From an optimization exercise on the open Yosys and OpenROAD flow, aimed at small area, a short achievable clock period and few clock cycles; shortcuts taken in it are not production practice. Only simulation tests tie the RTL to the original design; equivalence was not proved. Power is estimated from default activity; no workload was simulated.

<file path="design.v">
module B2BCD_IP (
    input  [5:0] bin,
    output reg [7:0] bcd
);
always @(*) begin
    case (bin)
        6'd0: bcd = 8'h00;
        6'd1: bcd = 8'h01;
        6'd2: bcd = 8'h02;
        6'd3: bcd = 8'h03;
        6'd4: bcd = 8'h04;
        6'd5: bcd = 8'h05;
        6'd6: bcd = 8'h06;
        6'd7: bcd = 8'h07;
        6'd8: bcd = 8'h08;
        6'd9: bcd = 8'h09;
        6'd10: bcd = 8'h10;
        6'd11: bcd = 8'h11;
        6'd12: bcd = 8'h12;
        6'd13: bcd = 8'h13;
        6'd14: bcd = 8'h14;
        6'd15: bcd = 8'h15;
        6'd16: bcd = 8'h16;
        6'd17: bcd = 8'h17;
        6'd18: bcd = 8'h18;
        6'd19: bcd = 8'h19;
        6'd20: bcd = 8'h20;
        6'd21: bcd = 8'h21;
        6'd22: bcd = 8'h22;
        6'd23: bcd = 8'h23;
        6'd24: bcd = 8'h24;
        6'd25: bcd = 8'h25;
        6'd26: bcd = 8'h26;
        6'd27: bcd = 8'h27;
        6'd28: bcd = 8'h28;
        6'd29: bcd = 8'h29;
        6'd30: bcd = 8'h30;
        6'd31: bcd = 8'h31;
        6'd32: bcd = 8'h32;
        6'd33: bcd = 8'h33;
        6'd34: bcd = 8'h34;
        6'd35: bcd = 8'h35;
        6'd36: bcd = 8'h36;
        6'd37: bcd = 8'h37;
        6'd38: bcd = 8'h38;
        6'd39: bcd = 8'h39;
        6'd40: bcd = 8'h40;
        6'd41: bcd = 8'h41;
        6'd42: bcd = 8'h42;
        6'd43: bcd = 8'h43;
        6'd44: bcd = 8'h44;
        6'd45: bcd = 8'h45;
        6'd46: bcd = 8'h46;
        6'd47: bcd = 8'h47;
        6'd48: bcd = 8'h48;
        6'd49: bcd = 8'h49;
        6'd50: bcd = 8'h50;
        6'd51: bcd = 8'h51;
        6'd52: bcd = 8'h52;
        6'd53: bcd = 8'h53;
        6'd54: bcd = 8'h54;
        6'd55: bcd = 8'h55;
        6'd56: bcd = 8'h56;
        6'd57: bcd = 8'h57;
        6'd58: bcd = 8'h58;
        6'd59: bcd = 8'h59;
        6'd60: bcd = 8'h60;
        6'd61: bcd = 8'h61;
        6'd62: bcd = 8'h62;
        6'd63: bcd = 8'h63;
    endcase
end
endmodule
module YEAR_LUT (
    input  [4:0] y4,
    output reg [3:0] t,
    output reg [2:0] u
);
always @(*) begin
    case (y4)
        5'd0: begin t = 4'd7; u = 3'd0; end
        5'd1: begin t = 4'd7; u = 3'd2; end
        5'd2: begin t = 4'd7; u = 3'd4; end
        5'd3: begin t = 4'd8; u = 3'd1; end
        5'd4: begin t = 4'd8; u = 3'd3; end
        5'd5: begin t = 4'd9; u = 3'd0; end
        5'd6: begin t = 4'd9; u = 3'd2; end
        5'd7: begin t = 4'd9; u = 3'd4; end
        5'd8: begin t = 4'd0; u = 3'd1; end
        5'd9: begin t = 4'd0; u = 3'd3; end
        5'd10: begin t = 4'd1; u = 3'd0; end
        5'd11: begin t = 4'd1; u = 3'd2; end
        5'd12: begin t = 4'd1; u = 3'd4; end
        5'd13: begin t = 4'd2; u = 3'd1; end
        5'd14: begin t = 4'd2; u = 3'd3; end
        5'd15: begin t = 4'd3; u = 3'd0; end
        5'd16: begin t = 4'd3; u = 3'd2; end
        5'd17: begin t = 4'd3; u = 3'd4; end
        5'd18: begin t = 4'd4; u = 3'd1; end
        5'd19: begin t = 4'd4; u = 3'd3; end
        5'd20: begin t = 4'd5; u = 3'd0; end
        5'd21: begin t = 4'd5; u = 3'd2; end
        5'd22: begin t = 4'd5; u = 3'd4; end
        5'd23: begin t = 4'd6; u = 3'd1; end
        5'd24: begin t = 4'd6; u = 3'd3; end
        5'd25: begin t = 4'd7; u = 3'd0; end
        5'd26: begin t = 4'd7; u = 3'd2; end
        5'd27: begin t = 4'd7; u = 3'd4; end
        5'd28: begin t = 4'd8; u = 3'd1; end
        5'd29: begin t = 4'd8; u = 3'd3; end
        5'd30: begin t = 4'd9; u = 3'd0; end
        5'd31: begin t = 4'd9; u = 3'd2; end
    endcase
end
endmodule
module UT_TOP (
    clk, rst_n, in_valid, in_time,
    out_valid, out_display, out_day
);
input clk, rst_n, in_valid;
input [30:0] in_time;
output reg out_valid;
output reg [3:0] out_display;
output reg [2:0] out_day;
reg [4:0] cnt;
wire idle = (cnt == 5'd0);
reg [9:0]  R1;     
reg [15:0] S;      
reg [6:0]  LO;     
reg [1:0]  QD;     
reg [2:0]  W;      
reg        gt, lt; 
reg [10:0] R2;
reg [4:0]  Y;      
reg [1:0]  YO;     
reg [1:0]  HH;
reg [3:0]  MO;
reg [4:0]  DY;
wire [11:0] x1 = {R1, S[15:14]};
wire        c1a = (x1 >= 12'd675), c1b = (x1 >= 12'd1350), c1c = (x1 >= 12'd2025);
wire [1:0]  q1 = c1c ? 2'd3 : c1b ? 2'd2 : c1a ? 2'd1 : 2'd0;
wire [11:0] r1n = c1c ? x1 - 12'd2025 : c1b ? x1 - 12'd1350 : c1a ? x1 - 12'd675 : x1;
wire [12:0] x2 = {R2, QD};
wire        c2a = (x2 >= 13'd1461), c2b = (x2 >= 13'd2922), c2c = (x2 >= 13'd4383);
wire [1:0]  q2 = c2c ? 2'd3 : c2b ? 2'd2 : c2a ? 2'd1 : 2'd0;
wire [12:0] r2n = c2c ? x2 - 13'd4383 : c2b ? x2 - 13'd2922 : c2a ? x2 - 13'd1461 : x2;
reg [2:0] wn;
always @(*) begin
    case ({W, q1})
        5'd0: wn = 3'd0;   5'd1: wn = 3'd1;   5'd2: wn = 3'd2;   5'd3: wn = 3'd3;
        5'd4: wn = 3'd4;   5'd5: wn = 3'd5;   5'd6: wn = 3'd6;   5'd7: wn = 3'd0;
        5'd8: wn = 3'd1;   5'd9: wn = 3'd2;   5'd10: wn = 3'd3;  5'd11: wn = 3'd4;
        5'd12: wn = 3'd5;  5'd13: wn = 3'd6;  5'd14: wn = 3'd0;  5'd15: wn = 3'd1;
        5'd16: wn = 3'd2;  5'd17: wn = 3'd3;  5'd18: wn = 3'd4;  5'd19: wn = 3'd5;
        5'd20: wn = 3'd6;  5'd21: wn = 3'd0;  5'd22: wn = 3'd1;  5'd23: wn = 3'd2;
        5'd24: wn = 3'd3;  5'd25: wn = 3'd4;  5'd26: wn = 3'd5;  5'd27: wn = 3'd6;
        5'd28: wn = 3'd0;  5'd29: wn = 3'd1;  5'd30: wn = 3'd2;  default: wn = 3'd3;
    endcase
end
reg [1:0] gdig;
always @(*) begin
    case (cnt[3:0])
        4'd2, 4'd3, 4'd4: gdig = 2'd2;
        4'd5: gdig = 2'd3;
        4'd7: gdig = 2'd3;
        4'd8: gdig = 2'd1;
        default: gdig = 2'd0;
    endcase
end
wire GEnow = gt | (~lt & c1a);
wire GE = gt | ~lt;
wire        ch1 = (R1 >= 10'd225), ch2 = (R1 >= 10'd450);
wire [1:0]  hh = ch2 ? 2'd2 : ch1 ? 2'd1 : 2'd0;
wire [9:0]  r1h = ch2 ? R1 - 10'd450 : ch1 ? R1 - 10'd225 : R1;
wire [8:0]  xh = {R1[7:0], LO[6]};
wire        bh = (xh >= 9'd225);
wire [8:0]  rh = bh ? xh - 9'd225 : xh;
wire [7:0]  RH = R1[7:0];
wire        cm1 = (RH >= 8'd60), cm2 = (RH >= 8'd120), cm3 = (RH >= 8'd180);
wire [1:0]  mq = cm3 ? 2'd3 : cm2 ? 2'd2 : cm1 ? 2'd1 : 2'd0;
wire [7:0]  rmq = cm3 ? RH - 8'd180 : cm2 ? RH - 8'd120 : cm1 ? RH - 8'd60 : RH;
wire [6:0]  xm = {R1[5:0], LO[6]};
wire        bm = (xm >= 7'd60);
wire [6:0]  rm = bm ? xm - 7'd60 : xm;
wire [8:0] doy  = R2[10:2];
wire       leap = (YO == 2'd2);
wire T1  = (doy >= 9'd31);
wire T2  = leap ? (doy >= 9'd60)  : (doy >= 9'd59);
wire T3  = leap ? (doy >= 9'd91)  : (doy >= 9'd90);
wire T4  = leap ? (doy >= 9'd121) : (doy >= 9'd120);
wire T5  = leap ? (doy >= 9'd152) : (doy >= 9'd151);
wire T6  = leap ? (doy >= 9'd182) : (doy >= 9'd181);
wire T7  = leap ? (doy >= 9'd213) : (doy >= 9'd212);
wire T8  = leap ? (doy >= 9'd244) : (doy >= 9'd243);
wire T9  = leap ? (doy >= 9'd274) : (doy >= 9'd273);
wire T10 = leap ? (doy >= 9'd305) : (doy >= 9'd304);
wire T11 = leap ? (doy >= 9'd335) : (doy >= 9'd334);
wire [3:0] mcalc;
assign mcalc[3] = T8;
assign mcalc[2] = T4 & ~T8;
assign mcalc[1] = (T2 & ~T4) | (T6 & ~T8) | T10;
assign mcalc[0] = (T1 & ~T2) | (T3 & ~T4) | (T5 & ~T6) | (T7 & ~T8) | (T9 & ~T10) | T11;
reg [4:0] mst;
always @(*) begin
    case ({leap, MO})
        5'd0:  mst = 5'd31;  5'd1:  mst = 5'd30;  5'd2:  mst = 5'd26;  5'd3:  mst = 5'd25;
        5'd4:  mst = 5'd23;  5'd5:  mst = 5'd22;  5'd6:  mst = 5'd20;  5'd7:  mst = 5'd19;
        5'd8:  mst = 5'd18;  5'd9:  mst = 5'd16;  5'd10: mst = 5'd15;  5'd11: mst = 5'd13;
        5'd16: mst = 5'd31;  5'd17: mst = 5'd30;  5'd18: mst = 5'd27;  5'd19: mst = 5'd26;
        5'd20: mst = 5'd24;  5'd21: mst = 5'd23;  5'd22: mst = 5'd21;  5'd23: mst = 5'd20;
        5'd24: mst = 5'd19;  5'd25: mst = 5'd17;  5'd26: mst = 5'd16;  5'd27: mst = 5'd14;
        default: mst = 5'd0;
    endcase
end
wire [4:0] dcalc = doy[4:0] - mst;
reg [3:0] mun;
always @(*) begin
    case (MO)
        4'd0: mun = 4'd1;  4'd1: mun = 4'd2;  4'd2: mun = 4'd3;  4'd3: mun = 4'd4;
        4'd4: mun = 4'd5;  4'd5: mun = 4'd6;  4'd6: mun = 4'd7;  4'd7: mun = 4'd8;
        4'd8: mun = 4'd9;  4'd9: mun = 4'd0;  4'd10: mun = 4'd1; default: mun = 4'd2;
    endcase
end
wire [3:0] yt;
wire [2:0] yu;
YEAR_LUT u_year (.y4(Y), .t(yt), .u(yu));
wire [1:0] yo = (cnt == 5'd10) ? q2 : YO;
wire       ycarry = (yu == 3'd4) && yo[1];
wire [3:0] ytens = ycarry ? ((yt == 4'd9) ? 4'd0 : yt + 4'd1) : yt;
wire [3:0] yu2 = {yu, 1'b0} + yo;
wire [3:0] yunits = (yu2 >= 4'd10) ? yu2 - 4'd10 : yu2;
reg [5:0] cv;
always @(*) begin
    case (cnt)
        5'd14, 5'd15: cv = {1'b0, DY};
        5'd16, 5'd17: cv = {1'b0, HH, LO[2:0]};
        5'd18, 5'd19: cv = {LO[6:3], R1[7:6]};
        default:      cv = R1[5:0];
    endcase
end
wire [7:0] cbcd;
B2BCD_IP u_bcd (.bin(cv), .bcd(cbcd));
reg [3:0] dig;
always @(*) begin
    case (cnt)
        5'd8:  dig = GEnow ? 4'd2 : 4'd1;
        5'd9:  dig = GE ? 4'd0 : 4'd9;
        5'd10: dig = ytens;
        5'd11: dig = yunits;
        5'd12: dig = (MO >= 4'd9) ? 4'd1 : 4'd0;
        5'd13: dig = mun;
        5'd14, 5'd16, 5'd18, 5'd20: dig = cbcd[7:4];
        default: dig = cbcd[3:0];
    endcase
end
wire dslot = (cnt >= 5'd8) && (cnt <= 5'd21);
always @(posedge clk or negedge rst_n) begin
    if (!rst_n) begin
        cnt <= 5'd0;
        out_valid <= 1'b0;
        out_display <= 4'd0;
        out_day <= 3'd0;
    end else begin
        if (in_valid) cnt <= 5'd1;
        else if (cnt == 5'd22) cnt <= 5'd0;
        else if (!idle) cnt <= cnt + 5'd1;
        out_valid <= dslot;
        out_display <= dslot ? dig : 4'd0;
        if (cnt == 5'd8) out_day <= wn;
        else if (!dslot) out_day <= 3'd0;
    end
end
always @(posedge clk) begin
    if (idle) begin
        R1 <= {2'b00, in_time[30:23]};
        S  <= in_time[22:7];
        LO <= in_time[6:0];
        QD <= 2'd0;
        W  <= 3'd2;
        gt <= 1'b0;
        lt <= 1'b0;
        R2 <= 11'd0;
    end else begin
        S  <= {S[13:0], 2'b00};
        QD <= (cnt == 5'd9) ? 2'd2 : q1;
        W  <= wn;
        if (!gt && !lt) begin
            gt <= (q1 > gdig);
            lt <= (q1 < gdig);
        end
        if (cnt <= 5'd10) R2 <= r2n[10:0];
        if (cnt <= 5'd9) Y <= {Y[2:0], q2};
        if (cnt == 5'd10) YO <= q2;
        if (cnt <= 5'd8) R1 <= r1n[9:0];
        if (cnt == 5'd9) begin
            R1 <= r1h;
            HH <= hh;
        end
        if (cnt >= 5'd10 && cnt <= 5'd12) begin
            R1[7:0] <= rh[7:0];
            LO <= {LO[5:0], bh};
        end
        if (cnt == 5'd13) R1[7:0] <= {mq, rmq[5:0]};
        if (cnt >= 5'd14 && cnt <= 5'd17) begin
            R1[5:0] <= rm[5:0];
            R1[7:6] <= {R1[6], bm};
            LO[6:3] <= {LO[5:3], R1[7]};
        end
        if (cnt == 5'd11) MO <= mcalc;
        if (cnt == 5'd12) DY <= dcalc;
    end
end
endmodule
</file>
<file path="run.sh">
#!/bin/bash
# synth_recipe.tcl (not shown) runs the flow's synth.tcl, then flattens the netlist and writes it again
# the make line also repeats each setting of config.mk as NAME=value (left out here)
make -C /OpenROAD-flow-scripts/flow DESIGN_CONFIG=/design/flow/config.mk WORK_HOME=/design/flow/orfs CLKGATE_MAP_FILE= SYNTH_SCRIPT=/design/flow/synth_recipe.tcl finish
</file>
<file path="config.mk">
export PLATFORM = sky130hd
export DESIGN_NAME = UT_TOP
export DESIGN_NICKNAME = UT_TOP
export VERILOG_FILES = /design/flow/design.v
export SDC_FILE = /design/flow/constraint.sdc
export NUM_CORES = 4
export LEC_CHECK = 0
export ABC_AREA = 0
export ABC_CLOCK_PERIOD_IN_PS = 2500
export CAP_MARGIN = 20
export CORE_MARGIN = 2
export CORE_UTILIZATION = 60
export SETUP_SLACK_MARGIN = 5
export SLEW_MARGIN = 20
</file>
<file path="constraint.sdc">
create_clock -name core_clock -period 9.0 [get_ports {clk}]
set_input_delay 1.8000 -clock core_clock [delete_from_list [all_inputs] [get_ports {clk}]]
set_output_delay 1.8000 -clock core_clock [all_outputs]
set_load 0.01 [all_outputs]
</file>
==> results of run 1 <==
## per-layer routing
layer,global-route usage,up-vias,part of all wire
met4,0.128,0,0.038
li1,-,4142,-
met5,0,-,0
met2,0.534,495,0.45
met3,0.0572,85,0.097
met1,0.464,4012,0.42
## layout make-up
cell class / instances / area share
inverters: 63 / 0.0252
clock inverters: 4 / 0.00400
multi-input cells: 919 / 0.622
clock buffers: 12 / 0.0279
well taps: 180 / 0.0240
repair buffers: 56 / 0.0561
flip-flops and latches: 93 / 0.241
## sequential cells by signal, indices dropped and copies added (netlist names), 5 cells and up
register	cells
LO	7
cnt	5
S	16
R1	10
Y	5
R2	11
DY	5
## metrics by stage
stage	total power [mW]	instance area, um2	worst slack [ns]
detailed placement	3.46	9000	4.97
finish	3.99	9390	5.22
floorplan	2.87	8630	5.66
global route	4.29	9390	5.00
global placement	3.46	9000	4.89
CTS	3.87	9300	5.01
## where the power goes
part / switching, mW / total (mW) / internal (mW)
Clock: 0.180 / 0.393 / 0.212
Combinational: 1.60 / 2.66 / 1.06
Sequential: 0.288 / 0.941 / 0.654
Total: 2.06 / 3.99 / 1.93
## path summary, 6_finish.rpt
kind	slack (ns)	end
worst max-delay path	5.22	out_display[0]
worst max register to register	5.22	out_display[0]
worst min-delay path	0.42	S[14]
min in group asynchronous	1.93	out_display[0]
worst min register to register	0.42	S[14]
max in group asynchronous	6.49	cnt[3]
## what timing repair did
item	CTS	global route
setup endpoints to repair	2	15
gates resized for setup	1	7
pin swaps	0	1
setup buffers	0	8
## kinds of logic (layout without fill, tap and decap cells)
logic type               Yosys count  count (layout)
multiplexers                      20              20
buffers and inverters            140             135
adder cells (fa/ha/maj)           70              70
AND/OR/NAND/NOR                  390             390
AO/OA/AOI/OAI                    397             397
XOR/XNOR                          42              42
flip-flops                        93              93
## layout by cell type, fill, tap and decap left out, types with 30 or more instances in the layout
cell	n
ha_1	69
nor3_1	30
clkdlybuf4s50_1	41
inv_1	59
xnor2_1	35
o21ai_0	82
edfxtp_1	33
nor2_1	95
nand2_1	166
dfxtp_1	46
a21oi_1	120
## worst reg2reg max path, delay by kind of cell, from the launching register on
family / cells / cell delay (ns)
AOI/OAI and AO/OA: 5 / 1.48
DFF: 1 / 0.51
buffers and inverters: 1 / 0.14
adders and majority gates: 1 / 0.38
and+or+nand+nor: 3 / 1.14
==> impl_results.md, run 1 <==
- Hold WS: 0.420 ns
- Gr ovfl total: 0
- DRT iter0 DRCs: 1164
- Ys Warns: 3
- Worst Hold Depth: 2
- Final Cycle Share: 0.420
- Critical path's slowest cell: or4_4
- Leak pwr: 3.83 nW
- Largest net degree at the start of global routing: 50
- Total stage count of the critical path: 10
- Register bit total from synthesis: 93
- DRC: 0
- Cts bufs inserted: 9
- Post-Layout Cell Count: 1327
- Std cell rows: 43
- Post-Synth Simple-Gate Area: 0.203
- TritonRoute pass-1 iters: 9
- Die span in x: 124 um
- Sink Count: 93
- CP endpoint kind: register
- Max VDD drop: 0.311 mV
- FILL cells: 1225
- Crit path max fanout: 14
- CTS tree: yes
- Setup-failing EPs final: 0
- Die area: 15400 um2
- Core Footprint: 14000 um2
- Area leader, netlist: edfxtp_1
- Top-count cell post-synth: nand2_1
- Asr flop ratio synth: 0.140
- Compound-cell area share of the yosys netlist: 0.300
- Routed WL per cell: 19.4 um
- Number of hold buffers added after cts: 0
- Critical Path AT: 4.00 ns
- Synth area leaders: edfxtp_1 11%, dfxtp_1 11%, ha_1 10%
- Crit path launch type: register
- Mapped cell area: 8630 um2
- Final setup TNS: 0 ns
- Register Area: 2260 um2
- Final estimated routing congestion in global placement: 0.997
- Post-route ant nets: 0
- Number of enable flip-flop cells after synthesis: 33
- # nets final: 1246
- Worst-path clk slew: 0.07 ns
- Routed wire length: 25800 um
- Mux contribution to synthesized area: 0.0270
- Adder-Cell Fraction of Synth Area: 0.102
- All-layer global routing usage: 0.338
- Clk latency of the worst-skew pair: 0.36 ns
- Cell variety after synth: 81
- Cell breakdown of the critical path: inv_1 > ha_1 > or4_4 > a221oi_4 > a22o_1 > nor2_1 > or3_1 > a31oi_1 > o21ai_1 > a211oi_1
- Clock skew: 0.00868 ns
- Sequential cell area fraction in the yosys report: 0.262
- Initial Utilization: 0.617
- Critical Path RT: 9.21 ns
- Area delta synth->final: 8.80%
- Min-delay worst type: reg -> reg
- Share of post-route cells with drive strength above 1: 0.0602
- Final Util: 0.671
- Hold Fails Final Rpt: 0
- Min cycle time layout: 3.78 ns
- Fmax: 264 MHz
- Main synth FF type: dfxtp_1
- Relative slew slack: 0.278
- Max_cap viols: 0
- Power per Cell Area: 425 nW/um2
- Clock tree buffer depth: 2
- Port-buffer cells: 41
- Status: finished clean
- Xor-xnor portion of the synthesized cell area: 0.0426
- Syn Nets: 1256
- Via/cell ratio: 6.58
- Reg-to-reg startpoint: cnt[1]
- Crit path kind: reg -> reg
- Synth top area share: 0.115
- Post-synth top cells: 166 x nand2_1, 121 x a21oi_1, 96 x nor2_1, 82 x o21ai_0, 69 x ha_1
- Least-Margin Pin Slew: 1.08 ns
- Vias in the first global route: 7789
- Post-synthesis cell count: 1152
- Placed insts: 1302
- Multi-input logic area: 5840 um2
- Buffers & Inverters on Critical Path: 1
- Number of antenna diodes: 0
- Worst path max stage delay: 0.61 ns
- First-pass GRT wire length: 40600 um
- Placed wire-length estimate: 18700 um
- CP top delay family: compound AO/OA/AOI/OAI gates
- I/O pin total: 42
- CTS root buf: clkbuf_16
- CP Launch Point: cnt[1]
- R2R cell count: 10
- Largest family of logic cells by synthesized area: compound AO/OA/AOI/OAI gates
- Unrepaired setup endpoints after global routing: no
- Synth Area per Inst: 7.49 um2
- Htree depth: 3
- Slew Viols, Final: 0
- Vias: 8734
- Die span in y: 124 um
- Hold path start: S[12]
- Initial antenna violation count: 0
Testbench counts, summed over its fixed seeds: cycles 11,768.
==> run 2, diff against run 1 <==
--- a/config.mk
+++ b/config.mk
@@ -7,4 +7,3 @@
 export LEC_CHECK = 0
-export ABC_AREA = 0
-export ABC_CLOCK_PERIOD_IN_PS = 2500
+export ABC_AREA = 1
 export CAP_MARGIN = 20
==> impl_results.md, run 2 <==
- Status: finished clean
- Most common cell after layout, fill and taps aside: nand2_1
- Initial antenna violation count: 0
- Critical Path Sink: out_day[1]
- Critical Path RT: 9.22 ns
- Via/cell ratio: 5.92
- Cell variety after synth: 63
- Cts bufs inserted: 9
- Core Footprint: 14600 um2
- Routed wire length: 26200 um
- Worst-path clk slew: 0.07 ns
- Die span in x: 126 um
- Final Cycle Share: 0.403
- Post-Synth Simple-Gate Area: 0.330
- Largest Register: S
- Number of antenna diodes: 0
- Xor-xnor portion of the synthesized cell area: 0.0380
- Number of enable flip-flop cells after synthesis: 33
- Die area: 16000 um2
- Top Registers: S x16, R2 x11, R1 x10
- DRC: 0
- Synth top area share: 0.179
- Placed insts: 1598
- First-pass GRT wire length: 42600 um
- Relative slew slack: 0.398
- Clock tree buffer depth: 2
- CTS tree: yes
- Main synth FF type: dfxtp_1
- Post-synthesis cell count: 1414
- Max VDD drop: 0.265 mV
- Post-synth top cells: 429 x nand2_1, 156 x inv_1, 118 x nand3_1, 115 x o21ai_0, 108 x nor2_1
- All-layer global routing usage: 0.325
- CP endpoint kind: register
- Least-Margin Pin Slew: 0.899 ns
- CTS root buf: clkbuf_16
- Min-delay worst type: reg -> reg
- R2r endpoint: out_day[1]
- Die span in y: 126 um
- Setup-failing EPs final: 0
- I/O pin total: 42
- Post-route ant nets: 0
- Synth Area per Inst: 6.36 um2
- Crit path launch type: register
- Register bit total from synthesis: 93
- CP Launch Point: R1[2]
- Mapped cell area: 8990 um2
- # nets final: 1541
- Critical Path AT: 3.85 ns
- Unrepaired setup endpoints after global routing: no
- Largest family of logic cells by synthesized area: simple AND/OR/NAND/NOR gates
- Placed wire-length estimate: 19200 um
- Clk latency of the worst-skew pair: 0.35 ns
- Top-count cell post-synth: nand2_1
- Sink Count: 93
- Max_cap viols: 0
- Mux contribution to synthesized area: 0.00111
- Vias: 9625
- Commonest cells after routing, fill and taps aside: 428 x nand2_1, 156 x inv_1, 117 x nand3_1
- Final estimated routing congestion in global placement: 1.07
- Number of hold buffers added after cts: 0
- Reg-to-reg startpoint: R1[2]
- Initial Utilization: 0.616
- Htree depth: 3
- Sequential cell area fraction in the yosys report: 0.251
- Std cell rows: 44
- Slew Viols, Final: 0
- Final Util: 0.675
- Area delta synth->final: 9.66%
- Min cycle time layout: 3.63 ns
- DRT iter0 DRCs: 956
- Crit path max fanout: 12
- Flop2flop setup slack: 5.37 ns
- Final setup TNS: 0 ns
- Largest net degree at the start of global routing: 55
- Vias in the first global route: 8841
- Compound-cell area share of the yosys netlist: 0.183
- Clock skew: 0.00897 ns
- Leak pwr: 4.83 nW
- Synth area leaders: nand2_1 18%, edfxtp_1 11%, dfxtp_1 10%
- Power per Cell Area: 393 nW/um2
- Hold Fails Final Rpt: 0
- Fmax: 275 MHz
- Hold WS: 0.419 ns
- Routed WL per cell: 16.1 um
- Post-Layout Cell Count: 1626
- Asr flop ratio synth: 0.140
- Adder-Cell Fraction of Synth Area: 0.0983
- Gr ovfl total: 0
- Number of flip-flops in the largest register: 16
- Crit path kind: reg -> reg
- R2R cell count: 16
- Port-buffer cells: 41
- Ys Warns: 3
- TritonRoute pass-1 iters: 6
- Share of post-route cells with drive strength above 1: 0.0589
- Area leader, netlist: nand2_1
- Syn Nets: 1518
-- run 2: changes by cell type after synthesis, sizes merged, moves of 30 or more --
cell	before	now
clkbuf	59	19
xnor2	35	2
xor2	7	37
nand2	166	435
a21oi	121	80
nand3	26	118
inv	61	170
o21ai	83	123
-- run 2: worst min-delay path by stage --
stage / start / end / slack [ns] / cells after the start
after CTS: S[2] / S[4] / 0.42 / 2
after floorplan: S[8] / S[10] / 0.40 / 2
after detailed placement: S[8] / S[10] / 0.40 / 2
after global routing: S[4] / S[6] / 0.44 / 2
final: S[2] / S[4] / 0.42 / 2
after global placement: S[9] / S[11] / 0.40 / 2
-- run 2: per-stage QoR --
stage / power [mW] / area [um2] / worst slack (ns)
after floorplan: 2.77 / 8990 / 6.04
after global placement: 3.37 / 9450 / 5.25
after detailed placement: 3.37 / 9450 / 5.14
after CTS: 3.76 / 9730 / 5.12
after global routing: 4.25 / 9850 / 5.04
final: 3.87 / 9850 / 5.37
-- run 2: where the power goes --
part	switching [mW]	internal [mW]	leakage (nW)
combinational	1.73	0.894	3.80
clock	0.174	0.192	0.136
sequential	0.232	0.647	0.892
total	2.14	1.73	4.83
-- run 2: cells by family after synthesis --
family,Yosys count
and+or+nand+nor,706
AOI/OAI and AO/OA,282
buffers and inverters,223
DFF,93
adders and majority gates,70
xor gates and xnor gates,39
muxes,1
-- run 2: final cells by class --
type | instances | area, um2
Fill cell | 1338 | 4730
Clock inverter | 5 | 42.5
Tap cell | 184 | 230
Timing Repair Buffer | 59 | 558
Clock buffer | 11 | 233
Multi-Input combinational cell | 1098 | 5860
Inverter | 176 | 676
Sequential cell | 93 | 2260
-- run 2: timing repair --
action                                  4_1_cts  5_1_grt
buffers inserted                              0       12
endpoints found under the setup margin        0        5
gates resized for setup                       0        6
-- run 2: per-layer routing --
metal / vias to the layer above / global-route usage / routed length [um]
met1: 4296 / 0.418 / 10800
met5: - / 0 / 0
met4: 0 / 0.138 / 1170
li1: 4704 / - / -
met3: 113 / 0.0658 / 2230
met2: 512 / 0.531 / 12000
-- run 2: worst max-delay path, cell delays in order (launching register included) --
cell        delay [ns]
edfxtp_1          0.58
inv_2             0.30
ha_1              0.31
inv_1             0.08
nor2_1            0.15
nand4_1           0.13
nand3_2           0.27
clkinvlp_4        0.27
nand2_1           0.20
inv_1             0.13
ha_1              0.21
or2_2             0.30
a21boi_0          0.12
o21ai_0           0.18
nand2_1           0.07
o21ai_0           0.10
o21ai_0           0.10
==> run 3, diff against run 2 <==
==> flow/run.sh (new file) <==
#!/bin/bash
# Standard layout, except that synthesis maps adders and comparators through ABC
# (no full/half-adder cell extraction), and timing repair aims for 2.5 ns paths.
set -euo pipefail
bash standard.sh ADDER_MAP_FILE= SETUP_SLACK_MARGIN=6.5 finish > flow_make.log 2>&1
==> standard.sh (new file) <==
#!/bin/bash
# synth_recipe.tcl (not shown) runs the flow's synth.tcl, then flattens the netlist and writes it again
# the make line also repeats each setting of config.mk as NAME=value (left out here)
make -C /OpenROAD-flow-scripts/flow DESIGN_CONFIG=/design/flow/config.mk WORK_HOME=/design/flow/orfs CLKGATE_MAP_FILE= SYNTH_SCRIPT=/design/flow/synth_recipe.tcl "${@:-finish}"
removed: run.sh
==> impl_results.md, run 3 <==
- Post-synth top cells: 396 x nand2_1, 130 x nor2_1, 126 x inv_1, 96 x o21ai_0, 87 x nand3_1
- Crit path launch type: register
- Post-synthesis cell count: 1233
- Syn Nets: 1267
- Main synth FF type: dfxtp_1
- Die span in y: 116 um
- Pre-CTS WS: 5.89 ns
- Clock skew: 0.0109 ns
- Post-Synth Simple-Gate Area: 0.377
- Largest family of logic cells by synthesized area: simple AND/OR/NAND/NOR gates
- Sequential power share: 0.239
- DRT iter0 DRCs: 1117
- Clock network power share: 0.127
- Routed WL per cell: 15.6 um
- Final estimated routing congestion in global placement: 0.991
- CP endpoint kind: output port
- Clk latency of the worst-skew pair: 0.36 ns
- Status: finished clean
- Mapped cell area: 7510 um2
- Die span in x: 116 um
- Top sig layer: met4
- Synth Area per Inst: 6.09 um2
- Number of flip-flops in the largest register: 16
- Largest Register: S
- Commonest cells after routing, fill and taps aside: 385 x nand2_1, 120 x nor2_1, 115 x inv_1
- Initial antenna violation count: 0
- Initial Utilization: 0.620
- Setup-failing EPs final: 0
- Vias in the first global route: 7571
- Std cell rows: 40
- Area delta synth->final: 18.3%
- Port-buffer cells: 41
- Placed insts: 1405
- Min cycle time layout: 2.70 ns
- Worst path max stage delay: 0.39 ns
- Synth top area share: 0.198
- Largest net degree at the start of global routing: 47
- Least-Margin Pin Slew: 0.604 ns
- Gr ovfl total: 0
- CP top delay family: flip-flops
- Hold Fails Final Rpt: 0
- DRC: 0
- DR WL met2: 10800 um
- Leak pwr: 4.24 nW
- Max VDD drop: 0.203 mV
- Placed wire-length estimate: 16000 um
- FILL cells: 1069
- Clock tree buffer depth: 2
- Number of enable flip-flop cells after synthesis: 33
- Routed metal-1 wirelength: 9020 um
- Total stage count of the critical path: 1
- All-layer global routing usage: 0.334
- Worst-path clk slew: 0.08 ns
- Register bit total from synthesis: 93
- Power Total: 3.15 mW
- Fmax: 371 MHz
- Top Registers: S x16, R2 x11, R1 x10
- Share of post-route cells with drive strength above 1: 0.140
- Ys Warns: 3
- R2R cell count: 11
- Core Footprint: 12100 um2
- TritonRoute pass-1 iters: 6
- Relative slew slack: 0.596
- Adder-Cell Fraction of Synth Area: 0
- CTS tree: yes
- Xor-xnor portion of the synthesized cell area: 0.0292
- Buffers & Inverters on Critical Path: 1
- Cts bufs inserted: 9
- Critical Path RT: 7.20 ns
- Sink Count: 93
- Worst Hold Depth: 2
- Unrepaired setup endpoints after global routing: yes
- First-pass GRT wire length: 35700 um
- Area leader, netlist: nand2_1
- Critical Path AT: 0.90 ns
- Htree depth: 3
- Flop2flop setup slack: 6.57 ns
- Post-route ant nets: 0
- Cell variety after synth: 53
- Critical path's slowest cell: dfrtp_1
- Min-delay worst type: reg -> reg
- Final setup TNS: 0 ns
- Number of antenna diodes: 0
- Internal: 1.50 mW
- Register Area: 2270 um2
- Sequential cell area fraction in the yosys report: 0.301
- Switching share of power: 0.523
- CTS root buf: clkbuf_16
- Net Sw Power: 1.65 mW
- I/O pin total: 42
- Vias: 8586
- Most common cell after layout, fill and taps aside: nand2_1
- Cell breakdown of the critical path: buf_2
- Post-Layout Cell Count: 1471
- Crit path kind: reg -> out
- Slew Viols, Final: 0
- Crit path max fanout: 2
- Mux contribution to synthesized area: 0
- Max_cap viols: 0
- Synth area leaders: nand2_1 20%, edfxtp_1 13%, dfxtp_1 13%
- Multi-input logic area: 4740 um2
- Combinational power share: 0.634
- Worst setup margin: 6.30 ns
- Final Cycle Share: 0.300
- Die area: 13400 um2
- Power per Cell Area: 355 nW/um2
- Asr flop ratio synth: 0.140
- # nets final: 1332
- Compound-cell area share of the yosys netlist: 0.194
- Top-count cell post-synth: nand2_1
- Routed wire length: 23000 um
- Via/cell ratio: 5.84
- Routed wl met3: 2020 um
## run 3: cell types whose count changed after synthesis, moves of 5 or more
cell	change
a31oi_1	-9
clkbuf_1	-5
ha_1	-69
inv_1	-30
nand2_1	-33
nand3_1	-31
nor2_1	+22
nor2_2	+6
o21ai_0	-19
o21ai_1	+9
xor2_1	-13
## run 3: per-layer routing
metal  global-route usage  vias to the layer above
li1                     -                     4181
met1                0.422                     3817
met2                0.549                      474
met3               0.0560                      114
met4                0.176                        0
met5                    0                        -
## run 3: cell type report
class | instances | share of cell area
Timing Repair Buffer | 92 | 0.0877
Inverter | 147 | 0.0651
Tap cell | 168 | 0.0237
Clock buffer | 10 | 0.0282
Clock inverter | 6 | 0.00648
Multi-Input combinational cell | 955 | 0.533
Sequential cell | 93 | 0.256
## run 3: kinds of logic (layout without fill, tap and decap cells)
kind of cell | after synthesis | in the layout
AOI/OAI and AO/OA | 254 | 254
xor gates and xnor gates | 25 | 25
buffers and inverters | 186 | 255
DFF | 93 | 93
and+or+nand+nor | 675 | 676
## run 3: per-stage QoR
| stage | instance area, um2 | hold slack (ns) | util |
|---|---|---|---|
| after floorplan | 7510 | 0.403 | - |
| after global placement | 7950 | 0.405 | 0.656 |
| after detailed placement | 7950 | 0.409 | 0.656 |
| after CTS | 8390 | 0.426 | 0.693 |
| after global routing | 8880 | 0.438 | 0.734 |
| final | 8880 | 0.426 | 0.734 |
## run 3: timing repair
item,CTS,global route
cloned,0,1
pin swaps,1,14
resized for setup,53,72
endpoints found under the setup margin,60,54
setup buffers,16,33
hold buffers,0,0
## run 3: power by group through the flow
stage / Clock [mW] / Combinational [mW] / Sequential [mW]
global placement: 0 / 1.66 / 0.786
global route: 0.417 / 2.23 / 0.768
floorplan: 0 / 1.41 / 0.662
finish: 0.401 / 2.00 / 0.753
CTS: 0.402 / 1.77 / 0.740
detailed placement: 0 / 1.65 / 0.785
## run 3: path summary, 6_finish.rpt
kind | start | endpoint
worst max-delay path | out_day[2] | out_day[2]
worst min-delay path | S[5] | S[7]
worst max register to register | R1[7] | R1[1]
worst min register to register | S[5] | S[7]
max in group asynchronous | rst_n | cnt[1]
min in group asynchronous | rst_n | out_day[2]
==> run 4, diff against run 3 <==
==> flow/run.sh (replaced) <==
#!/bin/bash
# Standard layout, except that synthesis maps adders and comparators through ABC
# (no full/half-adder cell extraction), which gives smaller and faster logic here.
set -euo pipefail
bash standard.sh ADDER_MAP_FILE= finish > flow_make.log 2>&1
==> impl_results.md, run 4 <==
- Status: finished clean
- Min-delay worst type: reg -> reg
- Critical Path AT: 3.46 ns
- Power per Cell Area: 348 nW/um2
- Number of enable flip-flop cells after synthesis: 33
- Top-count cell post-synth: nand2_1
- Std cell rows: 40
- Switching share of power: 0.529
- Final Util: 0.684
- Leak pwr: 3.98 nW
- Placement Cell Area: 7950 um2
- Min cycle time layout: 3.24 ns
- Sequential power share: 0.272
- Unrepaired setup endpoints after global routing: no
- Crit path launch type: register
- Core Footprint: 12100 um2
- TritonRoute pass-1 iters: 6
- Area leader, netlist: nand2_1
- Cell variety after synth: 53
- I/O pin total: 42
- Critical path's slowest cell: edfxtp_1
- Top Registers: S x16, R2 x11, R1 x10
- Reg-to-reg startpoint: R1[2]
- Area delta synth->final: 10.3%
- All-layer global routing usage: 0.327
- Number of hold buffers added after cts: 0
- R2r endpoint: out_day[0]
- Pre-CTS WS: 5.89 ns
- Clock network power share: 0.138
- Sink Count: 93
- Port-buffer cells: 41
- Via/cell ratio: 5.77
- # nets final: 1283
- CTS tree: yes
- Net Sw Power: 1.53 mW
- Die span in y: 116 um
- Htree depth: 3
- Share of post-route cells with drive strength above 1: 0.0550
- Main synth FF type: dfxtp_1
- Max_cap viols: 0
- Post-route ant nets: 0
- Vias: 8207
- Cts bufs inserted: 9
- Largest net degree at the start of global routing: 47
- Die area: 13400 um2
- Post-CTS Setup Bufs: 0
- Fmax: 309 MHz
- Crit path max fanout: 13
- Initial Utilization: 0.620
- Number of antenna diodes: 0
- Internal: 1.36 mW
- Post-synth top cells: 396 x nand2_1, 130 x nor2_1, 126 x inv_1, 96 x o21ai_0, 87 x nand3_1
- Ys Warns: 3
- Worst path max stage delay: 0.68 ns
- Critical Path RT: 9.22 ns
- CTS root buf: clkbuf_16
- First-pass GRT wire length: 35000 um
- Final setup TNS: 0 ns
- Crit path kind: reg -> reg
- Placed wire-length estimate: 16000 um
- Routed WL per cell: 15.0 um
- Vias in the first global route: 7383
- Synth top area share: 0.198
- Hold Fails Final Rpt: 0
- Clk latency of the worst-skew pair: 0.36 ns
- Combinational power share: 0.590
- Slew Viols, Final: 0
- Post-cts resize count: 0
- Asr flop ratio synth: 0.140
- Worst setup margin: 5.76 ns
- Least-Margin Pin Slew: 0.982 ns
- DRT iter0 DRCs: 1007
- R2R cell count: 13
- Mapped cell area: 7510 um2
- Cell mode on critical path: nand2_1
- Final Cycle Share: 0.360
- Number of flip-flops in the largest register: 16
- Register bit total from synthesis: 93
- Critical Path Sink: out_day[0]
- Cell breakdown of the critical path: inv_1 > nand2_1 > nor2_1 > nand3_1 > nand3_1 > inv_1 > nand2_1 > nand2_1 > nand3_1 > nand2_1 > a21oi_1 > o21ai_1 > o21ai_0
- CP Launch Point: R1[2]
- Worst-path clk slew: 0.07 ns
- CP endpoint kind: register
- Syn Nets: 1267
- Initial antenna violation count: 0
- Post-route cell area: 8280 um2
- Largest Register: S
- DRC: 0
- Synth area leaders: nand2_1 20%, edfxtp_1 13%, dfxtp_1 13%
- Post-synthesis cell count: 1233
- Synth Area per Inst: 6.09 um2
- Clock tree buffer depth: 2
- Hold WS: 0.429 ns
- Flop2flop setup slack: 5.76 ns
- Commonest cells after routing, fill and taps aside: 396 x nand2_1, 130 x nor2_1, 126 x inv_1
- Final estimated routing congestion in global placement: 0.991
- Sequential cell area fraction in the yosys report: 0.301
- Routed wire length: 21400 um
- Die span in x: 116 um
- Clock skew: 0.0116 ns
- Hold path start: S[1]
- Most common cell after layout, fill and taps aside: nand2_1
- Setup-failing EPs final: 0
- FILL cells: 1128
- Gr ovfl total: 0
- Max VDD drop: 0.228 mV
- Relative slew slack: 0.343
run 4: cell counts after synthesis:
Identical to the previous run, type by type.
run 4: power groups by stage:
| stage | registers, mW | logic (mW) | clock network [mW] |
|---|---|---|---|
| 2_1_floorplan | 0.662 | 1.41 | 0 |
| 3_3_place_gp | 0.786 | 1.66 | 0 |
| 3_5_place_dp | 0.785 | 1.65 | 0 |
| 4_1_cts | 0.777 | 1.66 | 0.402 |
| 5_1_grt | 0.803 | 1.94 | 0.418 |
| 6_report | 0.784 | 1.70 | 0.399 |
run 4: cells by family after synthesis:
family                    after synthesis  share of synthesized area
DFF                                    93                      0.301
buffers and inverters                 186                     0.0997
xor gates and xnor gates               25                     0.0292
AOI/OAI and AO/OA                     254                      0.194
and+or+nand+nor                       675                      0.377
run 4: per-layer routing:
metal,vias to the layer above,part of all wire,GRT usage
li1,4092,-,-
met1,3690,0.41,0.427
met2,363,0.47,0.541
met3,62,0.077,0.0450
met4,0,0.038,0.150
met5,-,0,0
run 4: worst min-delay path by stage:
stage	slack [ns]	cells past startpoint	end
final	0.43	2	S[3]
after global routing	0.44	2	S[4]
after CTS	0.43	2	S[7]
after detailed placement	0.41	2	S[7]
after global placement	0.40	2	S[9]
after floorplan	0.40	2	S[10]
run 4: area by class of cell:
class                      instances  area [um2]  area share
clock buffer                      10         250      0.0302
sequential                        93        2260       0.273
inverter                         147         552      0.0666
clock inverter                     6        57.6     0.00695
tap                              168         210      0.0254
multi-input combinational        954        4500       0.544
timing repair buffer              44         453      0.0547
run 4: per-stage QoR:
| step | power (mW) | std cells |
|---|---|---|
| detailed placement | 2.44 | 1405 |
| CTS | 2.84 | 1421 |
| finish | 2.89 | 1422 |
| floorplan | 2.07 | 1233 |
| global placement | 2.44 | 1405 |
| global route | 3.16 | 1422 |
run 4: critical path: cells and delay by family (launching register included):
kind	cells	cell delay, ns
AOI/OAI and AO/OA	3	0.32
buffers and inverters	2	0.74
DFF	1	0.68
and+or+nand+nor	8	1.37
==> run 5, diff against run 4 <==
--- a/design.v
+++ b/design.v
@@ -98,16 +98,3 @@
         5'd17: begin t = 4'd3; u = 3'd4; end
-        5'd18: begin t = 4'd4; u = 3'd1; end
-        5'd19: begin t = 4'd4; u = 3'd3; end
-        5'd20: begin t = 4'd5; u = 3'd0; end
-        5'd21: begin t = 4'd5; u = 3'd2; end
-        5'd22: begin t = 4'd5; u = 3'd4; end
-        5'd23: begin t = 4'd6; u = 3'd1; end
-        5'd24: begin t = 4'd6; u = 3'd3; end
-        5'd25: begin t = 4'd7; u = 3'd0; end
-        5'd26: begin t = 4'd7; u = 3'd2; end
-        5'd27: begin t = 4'd7; u = 3'd4; end
-        5'd28: begin t = 4'd8; u = 3'd1; end
-        5'd29: begin t = 4'd8; u = 3'd3; end
-        5'd30: begin t = 4'd9; u = 3'd0; end
-        5'd31: begin t = 4'd9; u = 3'd2; end
+        default: begin t = y4[3:0]; u = y4[2:0]; end
     endcase
@@ -220,3 +207,4 @@
         4'd4: mun = 4'd5;  4'd5: mun = 4'd6;  4'd6: mun = 4'd7;  4'd7: mun = 4'd8;
-        4'd8: mun = 4'd9;  4'd9: mun = 4'd0;  4'd10: mun = 4'd1; default: mun = 4'd2;
+        4'd8: mun = 4'd9;  4'd9: mun = 4'd0;  4'd10: mun = 4'd1; 4'd11: mun = 4'd2;
+        default: mun = MO;    
     endcase
@@ -259,5 +247,2 @@
         cnt <= 5'd0;
-        out_valid <= 1'b0;
-        out_display <= 4'd0;
-        out_day <= 3'd0;
     end else begin
@@ -266,6 +251,2 @@
         else if (!idle) cnt <= cnt + 5'd1;
-        out_valid <= dslot;
-        out_display <= dslot ? dig : 4'd0;
-        if (cnt == 5'd8) out_day <= wn;
-        else if (!dslot) out_day <= 3'd0;
     end
@@ -273,2 +254,7 @@
 always @(posedge clk) begin
+    out_valid <= dslot;
+    out_display <= dslot ? dig : 4'd0;
+    out_day <= (cnt == 5'd8) ? wn : dslot ? W : 3'd0;
+end
+always @(posedge clk) begin
     if (idle) begin
@@ -285,3 +271,3 @@
         QD <= (cnt == 5'd9) ? 2'd2 : q1;
-        W  <= wn;
+        if (cnt <= 5'd8) W <= wn;
         if (!gt && !lt) begin
==> flow/run.sh (replaced) <==
#!/bin/bash
# Standard layout, except that synthesis maps adders and comparators through ABC
# (no full/half-adder cell extraction), and timing repair aims for 2.5 ns paths.
set -euo pipefail
bash standard.sh ADDER_MAP_FILE= SETUP_SLACK_MARGIN=6.5 finish > flow_make.log 2>&1
--- a/config.mk
+++ b/config.mk
@@ -7,3 +7,4 @@
 export LEC_CHECK = 0
-export ABC_AREA = 1
+export ABC_AREA = 0
+export ABC_CLOCK_PERIOD_IN_PS = 2500
 export CAP_MARGIN = 20
==> impl_results.md, run 5 <==
- Status: finished clean
- Vias in the first global route: 7779
- Via/cell ratio: 7.31
- Gr ovfl total: 0
- Unrepaired setup endpoints after global routing: yes
- CP endpoint kind: register
- Net Sw Power: 1.83 mW
- Crit path kind: reg -> reg
- Register Area: 2040 um2
- Clock network power share: 0.103
- Xor-xnor portion of the synthesized cell area: 0.0492
- Hold path start: S[5]
- Largest family of logic cells by synthesized area: compound AO/OA/AOI/OAI gates
- Min-delay worst type: reg -> reg
- Least-Margin Pin Slew: 0.971 ns
- Htree depth: 3
- Cell variety after synth: 91
- Final setup TNS: 0 ns
- Asr flop ratio synth: 0.0610
- CTS tree: yes
- Switching share of power: 0.494
- Final Util: 0.809
- Vias: 9355
- Post-route ant nets: 0
- Clk latency of the worst-skew pair: 0.37 ns
- Adder-Cell Fraction of Synth Area: 0.00601
- First-pass GRT wire length: 39700 um
- Compound-cell area share of the yosys netlist: 0.334
- Crit path max fanout: 8
- Register bit total from synthesis: 82
- Setup-failing EPs final: 0
- Most common cell after layout, fill and taps aside: nand2_1
- Final estimated routing congestion in global placement: 0.963
- Commonest cells after routing, fill and taps aside: 144 x nand2_1, 127 x buf_4, 93 x a21oi_1
- Initial Utilization: 0.610
- Max VDD drop: 0.262 mV
- Critical Path RT: 9.10 ns
- Synth Area per Inst: 7.18 um2
- Mapped cell area: 7290 um2
- Worst-path clk slew: 0.09 ns
- CP top delay family: compound AO/OA/AOI/OAI gates
- Port-buffer cells: 41
- Crit path launch type: register
- Buffers & Inverters on Critical Path: 2
- Internal: 1.87 mW
- Number of antenna diodes: 0
- Largest net degree at the start of global routing: 45
- Worst Hold Depth: 2
- Die area: 13100 um2
- TritonRoute pass-1 iters: 9
- All-layer global routing usage: 0.379
- I/O pin total: 42
- Synth top area share: 0.136
- Initial antenna violation count: 1
- Leak pwr: 3.80 nW
- R2r endpoint: R1[0]
- Post-synthesis cell count: 1016
- Final Cycle Share: 0.319
- Area leader, netlist: edfxtp_1
- Clock skew: 0.0223 ns
- Std cell rows: 40
- DRC: 0
- Worst path max stage delay: 0.56 ns
- Placed wire-length estimate: 15000 um
- Mux contribution to synthesized area: 0.0230
- Min cycle time layout: 2.87 ns
- Clock tree buffer depth: 2
- Die span in y: 114 um
- Relative slew slack: 0.349
- Post-synth top cells: 149 x nand2_1, 100 x a21oi_1, 91 x nor2_1, 74 x o21ai_0, 72 x clkbuf_1
- # nets final: 1162
- Flop2flop setup slack: 6.13 ns
- Cts bufs inserted: 9
- Slew Viols, Final: 0
- Sink Count: 82
- Share of post-route cells with drive strength above 1: 0.275
- Hold Fails Final Rpt: 0
- Top Registers: S x16, R2 x11, R1 x10
- Top-count cell post-synth: nand2_1
- Area delta synth->final: 32.7%
- Number of enable flip-flop cells after synthesis: 33
- Max_cap viols: 0
- CP Launch Point: R1[1]
- Fmax: 348 MHz
- Post-Synth Simple-Gate Area: 0.246
- Core Footprint: 12000 um2
- Ys Warns: 3
- Cell breakdown of the critical path: buf_6 > a2111oi_4 > o211ai_1 > a311o_1 > buf_4 > and2_4 > xnor2_2 > o21ai_1 > o21ai_0 > a21oi_1
- Multi-input logic area: 5330 um2
- Sequential cell area fraction in the yosys report: 0.274
- Routed WL per cell: 22.7 um
- Reg-to-reg startpoint: R1[1]
- Combinational power share: 0.681
- Worst Hold Endpoint: S[7]
- Die span in x: 114 um
- Main synth FF type: dfxtp_1
- Critical Path AT: 2.97 ns
- Number of flip-flops in the largest register: 16
- FILL cells: 746
- Routed wire length: 29100 um
- Sequential power share: 0.216
- Synth area leaders: edfxtp_1 14%, dfxtp_1 12%, nand2_1 7.7%
- Largest Register: S
- CTS root buf: clkbuf_16
- DRT iter0 DRCs: 1920
- Power per Cell Area: 383 nW/um2
- R2R cell count: 10
- Syn Nets: 1050
- Critical path's slowest cell: edfxtp_1
[run 5: cell types whose count changed in the layout (fill, tap and decap cells not counted), moves of 16 or more]
cell / previous run / this run
o21ai_0: 96 / 61
inv_2: 17 / 0
dfxtp_1: 47 / 28
nand3_1: 87 / 34
buf_6: 0 / 19
xnor2_1: 1 / 27
nor2_1: 130 / 79
inv_1: 126 / 22
a21oi_1: 77 / 93
buf_4: 2 / 127
nand2_1: 396 / 144
[run 5: final cells by class]
class / instances / share of cell area
Multi-Input combinational cell: 811 / 0.550
Sequential cell: 82 / 0.211
Tap cell: 147 / 0.0190
Clock inverter: 6 / 0.00491
Clock buffer: 10 / 0.0259
Inverter: 30 / 0.0136
Timing Repair Buffer: 194 / 0.175
[run 5: how the worst max path moves through the flow]
| stage | depth (start not counted) | endpoint | slack (ns) |
|---|---|---|---|
| final | 10 | R1[0] | 6.13 |
| after global routing | 9 | R1[1] | 6.10 |
| after CTS | 8 | DY[4] | 6.30 |
| after detailed placement | 8 | R1[4] | 5.37 |
| after global placement | 8 | R1[4] | 5.44 |
| after floorplan | 8 | DY[4] | 6.44 |
[run 5: worst min-delay path, cell delays in order, from the launching register on]
cell and delay [ns]:
dfxtp_1 0.31, nand2_1 0.04, nand2_1 0.05
[run 5: routing by layer]
| layer | GRT usage | wire length (um) | share of wire |
|---|---|---|---|
| met1 | 0.524 | 10400 | 0.36 |
| met4 | 0.138 | 2120 | 0.073 |
| met5 | 0 | 19 | 0.00065 |
| met2 | 0.579 | 12200 | 0.42 |
| met3 | 0.0905 | 4350 | 0.15 |
[run 5: stage by stage]
stage | cells | hold WS, ns | total power [mW] | instance area [um2] | setup slack (ns)
2_1_floorplan | 1016 | 0.399 | 2.07 | 7300 | 6.44
5_1_grt | 1280 | 0.445 | 3.86 | 9680 | 6.10
6_report | 1280 | 0.426 | 3.70 | 9680 | 6.13
3_5_place_dp | 1120 | 0.408 | 2.43 | 7580 | 5.37
4_1_cts | 1224 | 0.429 | 3.19 | 8880 | 6.30
3_3_place_gp | 1120 | 0.400 | 2.40 | 7580 | 5.44
[run 5: power by group through the flow]
stage          Sequential, mW  Clock [mW]  Combinational [mW]
6_report                0.800       0.381                2.52
5_1_grt                 0.821       0.398                2.64
4_1_cts                 0.776       0.375                2.04
3_5_place_dp            0.835           0                1.60
3_3_place_gp            0.824           0                1.57
2_1_floorplan           0.588           0                1.48
[run 5: cells by family after synthesis]
group | count (synthesis)
compound gates | 364
xor+xnor | 41
fa+ha+maj | 4
buf+inv | 123
flops | 82
mux | 16
simple gates | 386
[run 5: repair_timing]
| item | in CTS | in global routing |
|---|---|---|
| hold buffers | 0 | 0 |
| gates cloned | 2 | 1 |
| pin swaps | 27 | 60 |
| setup endpoints to repair | 58 | 46 |
| setup buffers | 86 | 55 |
| resized for setup | 130 | 95 |
| endpoints found under the hold margin | 0 | 0 |
Testbench counts of run 5, summed over its fixed seeds: cycles 11,768.
==> run 6, diff against run 5 <==
--- a/config.mk
+++ b/config.mk
@@ -7,4 +7,3 @@
 export LEC_CHECK = 0
-export ABC_AREA = 0
-export ABC_CLOCK_PERIOD_IN_PS = 2500
+export ABC_AREA = 1
 export CAP_MARGIN = 20
==> impl_results.md, run 6 <==
- Gr ovfl total: 0
- Hold WS: 0.420 ns
- Worst setup margin: 6.43 ns
- Synth top area share: 0.195
- CTS root buf: clkbuf_16
- Final setup TNS: 0 ns
- CP top delay family: flip-flops
- Main synth FF type: dfxtp_1
- Clock skew: 0.00986 ns
- Final Cycle Share: 0.286
- Routed WL per cell: 15.5 um
- Sequential cell area fraction in the yosys report: 0.253
- Ys Warns: 3
- Die span in y: 119 um
- Switching share of power: 0.542
- Top Registers: S x16, R2 x11, R1 x10
- Asr flop ratio synth: 0.0610
- Most common cell after layout, fill and taps aside: nand2_1
- Largest Register: S
- Htree depth: 3
- Mux contribution to synthesized area: 0
- Std cell rows: 41
- Post-route ant nets: 0
- Sequential power share: 0.215
- Placed insts: 1498
- Buffers & Inverters on Critical Path: 1
- Adder-Cell Fraction of Synth Area: 0
- Critical path's slowest cell: dfxtp_2
- Largest net degree at the start of global routing: 56
- Crit path max fanout: 1
- Sink Count: 82
- Post-route cell area: 8980 um2
- Least-Margin Pin Slew: 0.666 ns
- Post-synth top cells: 410 x nand2_1, 139 x inv_1, 137 x nor2_1, 119 x nand3_1, 98 x o21ai_0
- Placed wire-length estimate: 17100 um
- TritonRoute pass-1 iters: 6
- Xor-xnor portion of the synthesized cell area: 0.0211
- Initial Utilization: 0.620
- Net Sw Power: 1.79 mW
- Number of hold buffers added after cts: 0
- Hold Fails Final Rpt: 0
- Share of post-route cells with drive strength above 1: 0.139
- DRT iter0 DRCs: 1154
- Max_cap viols: 0
- I/O pin total: 42
- Worst path max stage delay: 0.32 ns
- Critical Path RT: 7.20 ns
- CTS tree: yes
- Port-buffer cells: 41
- Routed wire length: 24200 um
- Number of flip-flops in the largest register: 16
- Largest family of logic cells by synthesized area: simple AND/OR/NAND/NOR gates
- First-pass GRT wire length: 38100 um
- Power Total: 3.29 mW
- Final Util: 0.706
- Clock network power share: 0.124
- Cts bufs inserted: 9
- Vias in the first global route: 7866
- Synth Area per Inst: 5.92 um2
- Multi-input logic area: 5060 um2
- Unrepaired setup endpoints after global routing: yes
- Fmax: 388 MHz
- Crit path launch type: register
- Core Footprint: 12700 um2
- Via/cell ratio: 5.96
- Mapped cell area: 7890 um2
- DRC: 0
- Internal: 1.51 mW
- Min-delay worst type: reg -> reg
- Synth area leaders: nand2_1 19%, edfxtp_1 13%, dfxtp_1 11%
- Placement Cell Area: 8230 um2
- Post-Synth Simple-Gate Area: 0.424
- Max VDD drop: 0.262 mV
- Relative slew slack: 0.550
- FILL cells: 1217
- Post-Layout Cell Count: 1556
- Status: finished clean
- CP endpoint kind: output port
- Initial antenna violation count: 0
- Top-count cell post-synth: nand2_1
- All-layer global routing usage: 0.330
- Final estimated routing congestion in global placement: 0.994
- Clk latency of the worst-skew pair: 0.35 ns
- Clock tree buffer depth: 2
- Number of antenna diodes: 0
- Leak pwr: 4.33 nW
- Crit path kind: reg -> out
- Power per Cell Area: 367 nW/um2
- Post-synthesis cell count: 1334
- Slew Viols, Final: 0
- Die area: 14100 um2
- Setup-failing EPs final: 0
- Syn Nets: 1368
- Pre-CTS WS: 6.05 ns
- # nets final: 1413
- Worst-path clk slew: 0.07 ns
- Register bit total from synthesis: 82
- Commonest cells after routing, fill and taps aside: 405 x nand2_1, 134 x inv_1, 129 x nor2_1
- Min cycle time layout: 2.57 ns
- Die span in x: 119 um
- Number of enable flip-flop cells after synthesis: 33
- Compound-cell area share of the yosys netlist: 0.181
- Vias: 9277
- Critical Path AT: 0.77 ns
- Register Area: 2000 um2
- Area delta synth->final: 13.7%
- Cell variety after synth: 53
- Area leader, netlist: nand2_1
- Combinational power share: 0.661
- Cell breakdown of the critical path: buf_6
==> run 6: logic make-up (layout without fill, tap and decap cells) <==
| logic type | after synthesis | count (layout) |
|---|---|---|
| XOR/XNOR | 19 | 19 |
| AND/OR/NAND/NOR | 763 | 764 |
| flip-flops | 82 | 82 |
| AO/OA/AOI/OAI | 249 | 249 |
| buffers and inverters | 221 | 270 |
==> run 6: layer usage <==
metal  share of wire  GRT usage  vias up
li1                -          -     4457
met1            0.43      0.479     4081
met2            0.42      0.492      650
met3            0.12     0.0681       89
met4           0.029      0.100        0
met5               0          0        -
==> run 6: power by group through the flow <==
stage	Clock [mW]	Combinational, mW	Sequential [mW]
floorplan	0	1.64	0.585
global placement	0	1.85	0.745
detailed placement	0	1.87	0.743
CTS	0.409	1.99	0.705
global route	0.425	2.41	0.723
finish	0.408	2.18	0.709
==> run 6: repair_timing <==
item	4_1_cts	5_1_grt
resized for setup	44	34
gates cloned	0	1
pin swaps	2	4
endpoints found under the setup margin	35	47
setup buffers	19	22
==> run 6: cell type report <==
class / count / share of cell area
multi-input cells: 1032 / 0.563
flip-flops and latches: 82 / 0.223
repair buffers: 84 / 0.0785
inverters: 170 / 0.0741
clock buffers: 12 / 0.0309
well taps: 172 / 0.0240
clock inverters: 4 / 0.00613
==> run 6: final timing paths <==
path	to	startpoint	cells after the start	slack, ns
setup / recovery	out_display[0]	out_display[0]	1	6.43
hold / removal	S[3]	S[1]	2	0.42
setup reg to reg	R1[2]	cnt[2]	12	6.56
hold reg to reg	S[3]	S[1]	2	0.42
max in group asynchronous	cnt[4]	rst_n	1	7.04
min in group asynchronous	cnt[1]	rst_n	1	1.71
==> run 7, diff against run 6 <==
--- a/design.v
+++ b/design.v
@@ -122,5 +122,5 @@
 reg [1:0]  YO;     
-reg [1:0]  HH;
-reg [3:0]  MO;
-reg [4:0]  DY;
+wire [1:0] HH = S[1:0];
+wire [3:0] MO = S[5:2];
+wire [4:0] DY = S[10:6];
 wire [11:0] x1 = {R1, S[15:14]};
@@ -269,3 +269,3 @@
     end else begin
-        S  <= {S[13:0], 2'b00};
+        if (cnt <= 5'd8) S <= {S[13:0], 2'b00};
         QD <= (cnt == 5'd9) ? 2'd2 : q1;
@@ -282,3 +282,3 @@
             R1 <= r1h;
-            HH <= hh;
+            S[1:0] <= hh;
         end
@@ -294,4 +294,4 @@
         end
-        if (cnt == 5'd11) MO <= mcalc;
-        if (cnt == 5'd12) DY <= dcalc;
+        if (cnt == 5'd11) S[5:2] <= mcalc;
+        if (cnt == 5'd12) S[10:6] <= dcalc;
     end
==> impl_results.md, run 7 <==
- Worst-path clk slew: 0.06 ns
- Power Total: 3.23 mW
- Placement Cell Area: 7880 um2
- DRT iter0 DRCs: 1446
- Syn Nets: 1306
- CP endpoint kind: output port
- Number of enable flip-flop cells after synthesis: 38
- Synth Area per Inst: 5.84 um2
- DRC: 0
- Critical Path RT: 7.20 ns
- Post-route cell area: 8700 um2
- Final Util: 0.721
- Critical path's slowest cell: dfxtp_1
- Most common cell after layout, fill and taps aside: nand2_1
- Top Registers: S x16, R2 x11, R1 x10
- Gr ovfl total: 0
- CP top delay family: flip-flops
- Asr flop ratio synth: 0.0704
- Largest Register: S
- Cell breakdown of the critical path: buf_2
- Sink Count: 71
- TritonRoute pass-1 iters: 7
- Least-Margin Pin Slew: 0.569 ns
- I/O pin total: 42
- Post-synth top cells: 372 x nand2_1, 154 x nor2_1, 130 x inv_1, 114 x nand3_1, 103 x o21ai_0
- Hold Fails Final Rpt: 0
- Routed wire length: 24400 um
- Crit path kind: reg -> out
- Crit path launch type: register
- Area leader, netlist: nand2_1
- Total stage count of the critical path: 1
- Routed WL per cell: 16.2 um
- Min cycle time layout: 2.58 ns
- Clk latency of the worst-skew pair: 0.35 ns
- Area delta synth->final: 17.1%
- Critical Path AT: 0.78 ns
- Number of antenna diodes: 0
- Register bit total from synthesis: 71
- Max VDD drop: 0.241 mV
- Cell variety after synth: 57
- Post-route ant nets: 0
- Sequential cell area fraction in the yosys report: 0.246
- Post-Layout Cell Count: 1513
- Std cell rows: 40
- Share of post-route cells with drive strength above 1: 0.143
- Critical Path Sink: out_day[1]
- First-pass GRT wire length: 38200 um
- R2R cell count: 11
- Fmax: 388 MHz
- CTS root buf: clkbuf_16
- Mapped cell area: 7430 um2
- Die span in y: 115 um
- Largest net degree at the start of global routing: 46
- Unrepaired setup endpoints after global routing: yes
- Worst path max stage delay: 0.31 ns
- Htree depth: 3
- Initial antenna violation count: 0
- Die span in x: 115 um
- Max_cap viols: 0
- # nets final: 1374
- Crit path max fanout: 1
- Setup-failing EPs final: 0
- Via/cell ratio: 6.00
- Main synth FF type: edfxtp_1
- Status: finished clean
- FILL cells: 1063
- Ys Warns: 3
- Final setup TNS: 0 ns
- Buffers & Inverters on Critical Path: 1
- Top Usage Layer GRT: met2
- Synth area leaders: nand2_1 19%, edfxtp_1 15%, nor2_1 7.8%
- Initial Utilization: 0.616
- Pre-CTS WS: 6.00 ns
- Relative slew slack: 0.620
- Cts bufs inserted: 9
- Worst setup margin: 6.42 ns
- Port-buffer cells: 41
- Clock tree buffer depth: 2
- Vias: 9075
- R2r endpoint: R1[3]
- Slew Viols, Final: 0
- Hold WS: 0.517 ns
- CP Launch Point: out_day[1]
- Placed insts: 1443
- Grt met2 use: 0.540
- Number of flip-flops in the largest register: 16
- Min-delay worst type: reg -> reg
- Vias in the first global route: 7759
- Final Cycle Share: 0.286
- Flop2flop setup slack: 6.46 ns
- GR Layer Usage met1: 0.519
- Leak pwr: 4.14 nW
- Core Footprint: 12100 um2
- Die area: 13300 um2
- CTS tree: yes
- All-layer global routing usage: 0.359
- Number of hold buffers added after cts: 0
- Commonest cells after routing, fill and taps aside: 370 x nand2_1, 142 x nor2_1, 126 x inv_1
- Clock skew: 0.0124 ns
- Synth top area share: 0.188
- Post-synthesis cell count: 1272
- Power per Cell Area: 372 nW/um2
- Reg-to-reg startpoint: cnt[2]
- Final estimated routing congestion in global placement: 1.02
- Top-count cell post-synth: nand2_1
- Placed wire-length estimate: 17100 um
- Met3 Use GR: 0.0596
-- run 7: cell count changes in the layout (fill, tap and decap cells not counted), moves of 7 or more --
cell / change
nand2_1: -35
dfxtp_1: -20
nor2_1: +13
buf_4: +11
a21oi_1: +10
inv_1: -8
nand4_1: -8
inv_2: -7
o21ai_2: -7
-- run 7: worst min path at each step --
stage / startpoint / cells after the start / slack [ns] / to
floorplan: Y[1] / 0 / 0.42 / Y[3]
global placement: S[12] / 2 / 0.50 / S[14]
detailed placement: gt / 2 / 0.51 / gt
CTS: gt / 2 / 0.51 / gt
global route: S[12] / 2 / 0.55 / S[14]
finish: gt / 2 / 0.52 / gt
-- run 7: timing repair --
item                                    4_1_cts  5_1_grt
endpoints found under the setup margin       39       41
buffers inserted                             21       32
gates cloned                                  0        1
resized for setup                            40       45
endpoints found under the hold margin         0        0
pin swaps                                     2        7
-- run 7: report_power, final --
group | switching, mW | total (mW) | internal, mW
logic | 1.44 | 2.22 | 0.782
registers | 0.173 | 0.656 | 0.483
clock network | 0.154 | 0.357 | 0.203
-- run 7: logic make-up (layout without fill, tap and decap cells) --
kind of cell              after synthesis  count (layout)  share of synthesized area
and+or+nand+nor                       725             725                      0.425
AOI/OAI and AO/OA                     260             260                      0.199
buffers and inverters                 197             270                      0.107
DFF                                    71              71                      0.246
xor gates and xnor gates               18              18                     0.0212
muxes                                   1               1                    0.00135
-- run 7: metal layers --
layer	vias to the layer above	share of wire
li1	4341	-
met1	4035	0.42
met2	591	0.43
met3	108	0.12
met4	0	0.035
met5	-	0
-- run 7: final cells by class --
class / count / area [um2] / area share
Timing Repair inverter: 1 / 5.00 / 0.000575
Clock buffer: 11 / 254 / 0.0292
Inverter: 155 / 614 / 0.0706
Tap cell: 168 / 210 / 0.0242
Timing Repair Buffer: 98 / 831 / 0.0955
Clock inverter: 5 / 31.3 / 0.00360
Sequential cell: 71 / 1840 / 0.212
Multi-Input combinational cell: 1004 / 4910 / 0.565
-- run 7: worst min-delay path, cell delays in order (launching register included) --
cell and delay [ns]:
dfxtp_1 0.32, inv_1 0.08, a21oi_1 0.07
Testbench counts of run 7, summed over its fixed seeds: cycles 11,768.

[static timing again, ports no longer ideal]
How much do the figures lean on ideal ports? The routed layouts below were timed once more, with nothing changed but the port constraints.
Step 1, drivers: a clkbuf_16 drives clk and a buf_2 each remaining input, both assumed.
Step 2 moves the port delays by t, midway between the first and last clock arrival at a register: inputs arrive t later, outputs are due t later. That takes back most of the time a late clock gives input paths.
Slacks: no drivers / after step 1 / after step 2; pairs: no drivers / after step 1.
| run | shift t [ns] | setup WS [ns] | hold slack, ns | worst setup path at the end | clock arrival spread, ns |
|---|---|---|---|---|---|
| run 1 | 0.394 | 5.218 / 5.218 / 5.218 | 0.420 / 0.420 / 0.420 | register to register | 0.009 / 0.009 |
| run 2 | 0.393 | 5.369 / 5.369 / 5.369 | 0.419 / 0.419 / 0.419 | register to register | 0.009 / 0.009 |
| run 3 | 0.397 | 6.304 / 6.264 / 6.183 | 0.426 / 0.426 / 0.426 | input to register | 0.011 / 0.011 |
| run 4 | 0.395 | 5.759 / 5.759 / 5.759 | 0.429 / 0.429 / 0.429 | register to register | 0.012 / 0.011 |
| run 5 | 0.400 | 6.126 / 6.126 / 6.126 | 0.426 / 0.426 / 0.426 | register to register | 0.023 / 0.022 |
| run 6 | 0.386 | 6.425 / 6.382 / 6.238 | 0.420 / 0.420 / 0.420 | input to register | 0.010 / 0.010 |
| run 7 | 0.388 | 6.424 / 6.383 / 6.288 | 0.517 / 0.517 / 0.517 | input to register | 0.013 / 0.012 |
After both steps every run listed still meets setup and hold. The setup slack of run 6, which loses most, moves by -0.043 ns with the drivers and by -0.187 ns with both steps.
